What follows belongs to an exercise in optimizing a design on an open flow for small area, a short achievable clock period and few clock cycles; a production flow would make more cautious choices. The clock port is modelled as an ideal driver; clocking choices that lean on that would not hold on a real chip.

==> inputs of pepper <==
## conv_yt
module conv_yt(
input             rst,
input             clk,
output            M0_R_req,
output     [31:0] M0_addr,
input      [31:0] M0_R_data,
output     [3:0]  M0_W_req,
output     [31:0] M0_W_data,
output            M1_R_req,
output     [31:0] M1_addr,
input      [31:0] M1_R_data,
output reg [3:0]  M1_W_req,
output     [31:0] M1_W_data,
input             start,
output reg        finish
);
localparam [1:0] S_IDLE = 2'd0, S_LOAD = 2'd1, S_PIX = 2'd2;
function [9:0] waddr;
    input [3:0] k;
    case (k)
        4'd0: waddr = 10'd787;
        4'd1: waddr = 10'd790;
        4'd2: waddr = 10'd784;
        4'd3: waddr = 10'd788;
        4'd4: waddr = 10'd791;
        4'd5: waddr = 10'd785;
        4'd6: waddr = 10'd789;
        4'd7: waddr = 10'd792;
        4'd8: waddr = 10'd786;
        4'd9: waddr = 10'd793;
        default: waddr = 10'd0;
    endcase
endfunction
reg  [1:0]  st;
reg  [3:0]  k;           
reg  [9:0]  raddr;       
reg  [2:0]  ph;          
reg  [4:0]  x;           
reg         nar;         
reg         dld_v;       
reg  [3:0]  dld_k;
reg         dlw;         
reg         d_v, d_pass, d_col, d_wr, d_last;
reg         m_v, m_pass, m_col, m_wr, m_last;
reg  [31:0] px;                  
reg  [31:0] s0 [0:2];            
reg  [31:0] s1 [0:2];
reg  [31:0] s2 [0:2];
reg  [31:0] bias;
reg  [31:0] acc0, acc1, acc2;
reg  [31:0] outd;
reg         wr_r;
reg         fin_r;
reg  [9:0]  widx;
  ...
clock: 26.0 ns
lec_check: 0
abc_area: 1
cap_margin: 20
core_margin: 2
core_utilization: 40
slew_margin: 20
run.sh (not shown) runs the stock make flow with config.mk's settings and CLKGATE_MAP_FILE= SYNTH_SCRIPT=/design/flow/synth_recipe.tcl, a recipe that flattens the netlist after the stock synthesis.
==> zinc: changes against pepper <==
--- a/flow/config.mk
+++ b/flow/config.mk
@@ -11,2 +11,3 @@
 export CORE_UTILIZATION = 40
+export GPL_TIMING_DRIVEN = 0
 export SLEW_MARGIN = 20
==> summary.txt <==
Final layout
  – Final cell count without fillers: 11500
  – Most frequent cells in the layout: nand2_1 (1643), inv_1 (1570), xor2_1 (846)
  – Clock buffer count: 86

Outcome
  – Status: no timing/DRC/antenna violations

Timing
  – Max Clock Freq: 103 MHz
  – Fin crit period: 9.67 ns

Setup path
  – WP buf/inv: 8
  – Delay-heaviest family, CP: adder cells
  – Req. time, crit path: 26.68 ns

Route
  – Total number of vias: 70300
  – Final wirelength: 437000 um
The numbers above come from zinc.

==> summary.txt <==
Timing
  – Max Clock Freq: 95.0 MHz
  – Fin crit period: 10.52 ns

Outcome
  – Status: no timing/DRC/antenna violations

Synth
  – Main combinational cell family by area after synthesis: adder cells

Final layout
  – Final cell count without fillers: 10900
  – Most frequent cells in the layout: nand2_1 (1617), inv_1 (1567), xor2_1 (846)
  – Clock buffer count: 61

Setup path
  – Req. time, crit path: 26.48 ns
  – Delay-heaviest family, CP: buffers and inverters

Route
  – Total number of vias: 62600
The numbers above come from pepper.

Function was not checked in any run of this note: the RTL went through the layout flow alone.

* * *

==> build 32: inputs <==
conv_yt, a different RTL version from the one above (not shown whole).
clock: 26.0 ns
lec_check: 0
abc_area: 1
cap_margin: 20
core_margin: 2
core_utilization: 40
slew_margin: 70
standard.sh (not shown) runs the stock make flow with config.mk's settings and CLKGATE_MAP_FILE= SYNTH_SCRIPT=/design/flow/synth_recipe.tcl, a recipe that flattens the netlist after the stock synthesis.
==> flow/flow/run.sh <==
#!/bin/bash
# The standard layout (standard.sh) with two additions, both hooks of the
# ORFS scripts:
#  - flow/ports.tcl, before the placement's resizing step: the buffers that
#    buffer_ports puts on the ports become buf_4 instead of the default delay
#    buffer;
#  - flow/post_cts.tcl, after clock tree synthesis: setup repair aimed at a
#    shorter clock period than the design's (the constraints are unchanged).
set -euo pipefail
here=$(pwd)
export PRE_RESIZE_TCL="$here/flow/ports.tcl"
export POST_CTS_TCL="$here/flow/post_cts.tcl"
export FLOW_TARGET_NS=6.4
bash standard.sh > "$here/standard_make.log" 2>&1
==> flow/flow/ports.tcl <==
# Port buffers: the buffers buffer_ports put on every input and output, as a
# stronger, faster buffer than the default delay cell.
set n 0
foreach inst [[ord::get_db_block] getInsts] {
  set name [$inst getName]
  if {[regexp {^(input|output)[0-9]+$} $name] && [[$inst getMaster] getName] eq "sky130_fd_sc_hd__clkdlybuf4s50_1"} {
    replace_cell $name sky130_fd_sc_hd__buf_4
    incr n
  }
}
puts "ports.tcl: replaced $n port buffers"
==> flow/flow/post_cts.tcl <==
set target $::env(FLOW_TARGET_NS)
set margin [expr {$::env(FLOW_PERIOD_NS) - $target}]
puts "post_cts.tcl: repair_timing -setup_margin $margin (target $target ns)"
estimate_parasitics -placement
repair_timing -setup -setup_margin $margin -verbose
detailed_placement
check_placement -verbose
estimate_parasitics -placement
report_worst_slack -max
==> inputs of trial 67, as changes to build 32 <==
--- a/flow/design.v
+++ b/flow/design.v
@@ -50,12 +50,13 @@
 reg  [1:0]  m_al, m_aln;         
 reg  [31:0] s0 [0:2];            
 reg  [31:0] s1 [0:2];
 reg  [31:0] s2 [0:2];
 reg  [31:0] bias;
 reg  [31:0] acc0, acc1, acc2;
+reg  [31:0] outd;
 reg         wr_r;
 reg         fin_r;
 reg  [9:0]  widx;
 wire        wy       = ~nar;
 wire [1:0]  last_pc  = (wx & wy) ? 2'd3 : ((wx | wy) ? 2'd1 : 2'd0);
 wire        last_col = (ri == 2'd2) && (pc == last_pc);
@@ -208,23 +209,19 @@
     case (aln)
         2'd3:    res = t[47:16];
         2'd2:    res = {t[27:0], a[3:0]};
         default: res = {t[7:0], a[23:0]};
     endcase
 endfunction
-reg         sh;
-wire [31:0] ain0 = sh ? bias : acc0;
-wire [31:0] ain1 = sh ? acc0 : acc1;
-wire [31:0] ain2 = sh ? acc1 : acc2;
 wire [47:0] t0, t1, t2;
-mac21 u0(.x(px0),   .neg(dg0[9:0]), .one(dg0[19:10]), .two(dg0[29:20]), .a(arow(m_al, ain0)), .rnd(m_aln == 2'd3), .s(t0));
-mac21 u1(.x(~px1n), .neg(dg1[9:0]), .one(dg1[19:10]), .two(dg1[29:20]), .a(arow(m_al, ain1)), .rnd(m_aln == 2'd3), .s(t1));
-mac21 u2(.x(px2),   .neg(dg2[9:0]), .one(dg2[19:10]), .two(dg2[29:20]), .a(arow(m_al, ain2)), .rnd(m_aln == 2'd3), .s(t2));
-wire [31:0] r0 = res(m_aln, t0, ain0);
-wire [31:0] r1 = res(m_aln, t1, ain1);
-wire [31:0] r2 = res(m_aln, t2, ain2);
+mac21 u0(.x(px0),   .neg(dg0[9:0]), .one(dg0[19:10]), .two(dg0[29:20]), .a(arow(m_al, acc0)), .rnd(m_aln == 2'd3), .s(t0));
+mac21 u1(.x(~px1n), .neg(dg1[9:0]), .one(dg1[19:10]), .two(dg1[29:20]), .a(arow(m_al, acc1)), .rnd(m_aln == 2'd3), .s(t1));
+mac21 u2(.x(px2),   .neg(dg2[9:0]), .one(dg2[19:10]), .two(dg2[29:20]), .a(arow(m_al, acc2)), .rnd(m_aln == 2'd3), .s(t2));
+wire [31:0] r0 = res(m_aln, t0, acc0);
+wire [31:0] r1 = res(m_aln, t1, acc1);
+wire [31:0] r2 = res(m_aln, t2, acc2);
 always @(posedge clk) begin
     if (~rst) begin
         m_v   <= 1'b0;
         wr_r  <= 1'b0;
         fin_r <= 1'b0;
     end else begin
@@ -232,26 +229,32 @@
         wr_r  <= m_v & m_col & m_wr & ~hit;
         fin_r <= m_v & m_last & ~hit;
     end
     m_col  <= d_col;
     m_wr   <= d_wr;
     m_last <= d_last;
-    sh     <= m_col | ~m_v;
-    acc0   <= r0;
-    acc1   <= r1;
-    acc2   <= r2;
+    if (m_col | ~m_v) begin
+        acc0 <= bias;
+        acc1 <= r0;
+        acc2 <= r1;
+    end else begin
+        acc0 <= r0;
+        acc1 <= r1;
+        acc2 <= r2;
+    end
+    outd <= r2;
     if ((st == S_IDLE && start_r) || hit) widx <= 10'd0;
     else if (wr_r) widx <= widx + 10'd1;
 end
 assign M0_R_req  = 1'b1;
 assign M0_addr   = {20'b0, raddr, 2'b0};
 assign M0_W_req  = 4'b0000;
 assign M0_W_data = 32'b0;
 assign M1_R_req  = 1'b1;
 assign M1_addr   = {20'b0, widx, 2'b0};
-assign M1_W_data = acc2;    
+assign M1_W_data = outd;
 always @(*) begin
     M1_W_req = {4{wr_r}};
     finish   = fin_r;
 end
 endmodule
 module mac21(input [20:0] x, input [9:0] neg, input [9:0] one, input [9:0] two, input [47:0] a, input rnd, output [47:0] s);
--- a/flow/flow/run.sh
+++ b/flow/flow/run.sh
@@ -7,8 +7,8 @@
 #  - flow/post_cts.tcl, after clock tree synthesis: setup repair aimed at a
 #    shorter clock period than the design's (the constraints are unchanged).
 set -euo pipefail
 here=$(pwd)
 export PRE_RESIZE_TCL="$here/flow/ports.tcl"
 export POST_CTS_TCL="$here/flow/post_cts.tcl"
-export FLOW_TARGET_NS=6.4
+export FLOW_TARGET_NS=6.6
 bash standard.sh > "$here/standard_make.log" 2>&1
==> inputs of trial 73, as changes to build 32 <==
--- a/flow/design.v
+++ b/flow/design.v
@@ -50,12 +50,13 @@
 reg  [1:0]  m_al, m_aln;         
 reg  [31:0] s0 [0:2];            
 reg  [31:0] s1 [0:2];
 reg  [31:0] s2 [0:2];
 reg  [31:0] bias;
 reg  [31:0] acc0, acc1, acc2;
+reg  [31:0] outd;
 reg         wr_r;
 reg         fin_r;
 reg  [9:0]  widx;
 wire        wy       = ~nar;
 wire [1:0]  last_pc  = (wx & wy) ? 2'd3 : ((wx | wy) ? 2'd1 : 2'd0);
 wire        last_col = (ri == 2'd2) && (pc == last_pc);
@@ -208,23 +209,19 @@
     case (aln)
         2'd3:    res = t[47:16];
         2'd2:    res = {t[27:0], a[3:0]};
         default: res = {t[7:0], a[23:0]};
     endcase
 endfunction
-reg         sh;
-wire [31:0] ain0 = sh ? bias : acc0;
-wire [31:0] ain1 = sh ? acc0 : acc1;
-wire [31:0] ain2 = sh ? acc1 : acc2;
 wire [47:0] t0, t1, t2;
-mac21 u0(.x(px0),   .neg(dg0[9:0]), .one(dg0[19:10]), .two(dg0[29:20]), .a(arow(m_al, ain0)), .rnd(m_aln == 2'd3), .s(t0));
-mac21 u1(.x(~px1n), .neg(dg1[9:0]), .one(dg1[19:10]), .two(dg1[29:20]), .a(arow(m_al, ain1)), .rnd(m_aln == 2'd3), .s(t1));
-mac21 u2(.x(px2),   .neg(dg2[9:0]), .one(dg2[19:10]), .two(dg2[29:20]), .a(arow(m_al, ain2)), .rnd(m_aln == 2'd3), .s(t2));
-wire [31:0] r0 = res(m_aln, t0, ain0);
-wire [31:0] r1 = res(m_aln, t1, ain1);
-wire [31:0] r2 = res(m_aln, t2, ain2);
+mac21 u0(.x(px0),   .neg(dg0[9:0]), .one(dg0[19:10]), .two(dg0[29:20]), .a(arow(m_al, acc0)), .rnd(m_aln == 2'd3), .s(t0));
+mac21 u1(.x(~px1n), .neg(dg1[9:0]), .one(dg1[19:10]), .two(dg1[29:20]), .a(arow(m_al, acc1)), .rnd(m_aln == 2'd3), .s(t1));
+mac21 u2(.x(px2),   .neg(dg2[9:0]), .one(dg2[19:10]), .two(dg2[29:20]), .a(arow(m_al, acc2)), .rnd(m_aln == 2'd3), .s(t2));
+wire [31:0] r0 = res(m_aln, t0, acc0);
+wire [31:0] r1 = res(m_aln, t1, acc1);
+wire [31:0] r2 = res(m_aln, t2, acc2);
 always @(posedge clk) begin
     if (~rst) begin
         m_v   <= 1'b0;
         wr_r  <= 1'b0;
         fin_r <= 1'b0;
     end else begin
@@ -232,26 +229,32 @@
         wr_r  <= m_v & m_col & m_wr & ~hit;
         fin_r <= m_v & m_last & ~hit;
     end
     m_col  <= d_col;
     m_wr   <= d_wr;
     m_last <= d_last;
-    sh     <= m_col | ~m_v;
-    acc0   <= r0;
-    acc1   <= r1;
-    acc2   <= r2;
+    if (m_col | ~m_v) begin
+        acc0 <= bias;
+        acc1 <= r0;
+        acc2 <= r1;
+    end else begin
+        acc0 <= r0;
+        acc1 <= r1;
+        acc2 <= r2;
+    end
+    outd <= r2;
     if ((st == S_IDLE && start_r) || hit) widx <= 10'd0;
     else if (wr_r) widx <= widx + 10'd1;
 end
 assign M0_R_req  = 1'b1;
 assign M0_addr   = {20'b0, raddr, 2'b0};
 assign M0_W_req  = 4'b0000;
 assign M0_W_data = 32'b0;
 assign M1_R_req  = 1'b1;
 assign M1_addr   = {20'b0, widx, 2'b0};
-assign M1_W_data = acc2;    
+assign M1_W_data = outd;
 always @(*) begin
     M1_W_req = {4{wr_r}};
     finish   = fin_r;
 end
 endmodule
 module mac21(input [20:0] x, input [9:0] neg, input [9:0] one, input [9:0] two, input [47:0] a, input rnd, output [47:0] s);
==> flow/run.sh (new file) <==
#!/bin/bash
# synth_recipe.tcl (not shown) runs the flow's synth.tcl, then flattens the netlist and writes it again
# the make line also repeats each setting of config.mk as NAME=value (left out here)
make -C /OpenROAD-flow-scripts/flow DESIGN_CONFIG=/design/flow/config.mk WORK_HOME=/design/flow/orfs CLKGATE_MAP_FILE= SYNTH_SCRIPT=/design/flow/synth_recipe.tcl finish
- GPL_TIMING_DRIVEN: not set -> 0
- SLEW_MARGIN: 70 -> 20
removed: flow/flow/run.sh
removed: flow/flow/ports.tcl
removed: flow/flow/post_cts.tcl
removed: flow/standard.sh
==> summary.md <==
| Metric | Value |
|---|---|
| Final min period | `about 9.0 ns` |
| Status | `no timing/DRC/antenna violations` |
| Count of multi-input gates | `4258` |
| Multi-input combinational area share | `57.7%` |
| Register area share after synthesis | `between 20% and 30%` |
| Max-slew headroom | `16.8%` |
| Slowest stage delay, CP | `0.76 ns` |
| Core area | `141000 um^2` |
| Met1 Use GR | `39.2%` |
| Reg-to-reg startpoint | `px1n[20]` |
(the above is from trial 73)
==> summary.md <==
| Metric | Value |
|---|---|
| Core area | `139000 um^2` |
| Max-slew headroom | `67.1%` |
| Register area share after synthesis | `23.8%` |
| Final min period | `6.78 ns` |
| Reg-to-reg startpoint | `px2[17]` |
| Slowest stage delay, CP | `0.55 ns` |
| Met1 Use GR | `approximately a third` |
| Status | `no timing/DRC/antenna violations` |
(the above is from build 32)
==> summary.md <==
| Metric | Value |
|---|---|
| Status | `no timing/DRC/antenna violations` |
| Slowest stage delay, CP | `0.61 ns` |
| Most common cell on crit path | `inv_1` |
| Final min period | `between 6 and 7 ns` |
| Reg-to-reg startpoint | `dg2[15]` |
| Met1 Use GR | `a little over a third` |
| Multi-input combinational area share | `roughly three fifths` |
| Register area share after synthesis | `24.5%` |
(the above is from trial 67)
No functional check of the RTL was part of any run of this note.

[what the ideal ports hide]
In the flow no input, the clock included, has a driving cell. The finished layouts below were timed again as built, in two steps. Step 1 sets driving cells, clkbuf_16 on the clock port and buf_2 on the other inputs (assumed; they add their load-dependent delay and slew). Step 2, shift: input delay + t, output delay - t, t = (earliest + latest rising clock arrival at the registers) / 2. This alone moves slack from input paths to output paths. Three values: no drivers, after step 1, after step 2; two values: the first two.
run | t, ns | setup slack, ns | worst setup path at the end | pins driven straight from the clock port
pepper | 0.712 | 15.476 / 15.476 / 15.476 | register to register | 1
zinc | 0.861 | 16.329 / 16.329 / 16.329 | register to register | 1
build 32 | 0.720 | 19.220 / 19.220 / 19.220 | register to register | 1
trial 67 | 0.701 | 19.100 / 19.100 / 19.100 | register to register | 1
trial 73 | 0.698 | 16.964 / 16.964 / 16.964 | register to register | 1
After both steps setup and hold are still met in every run listed.
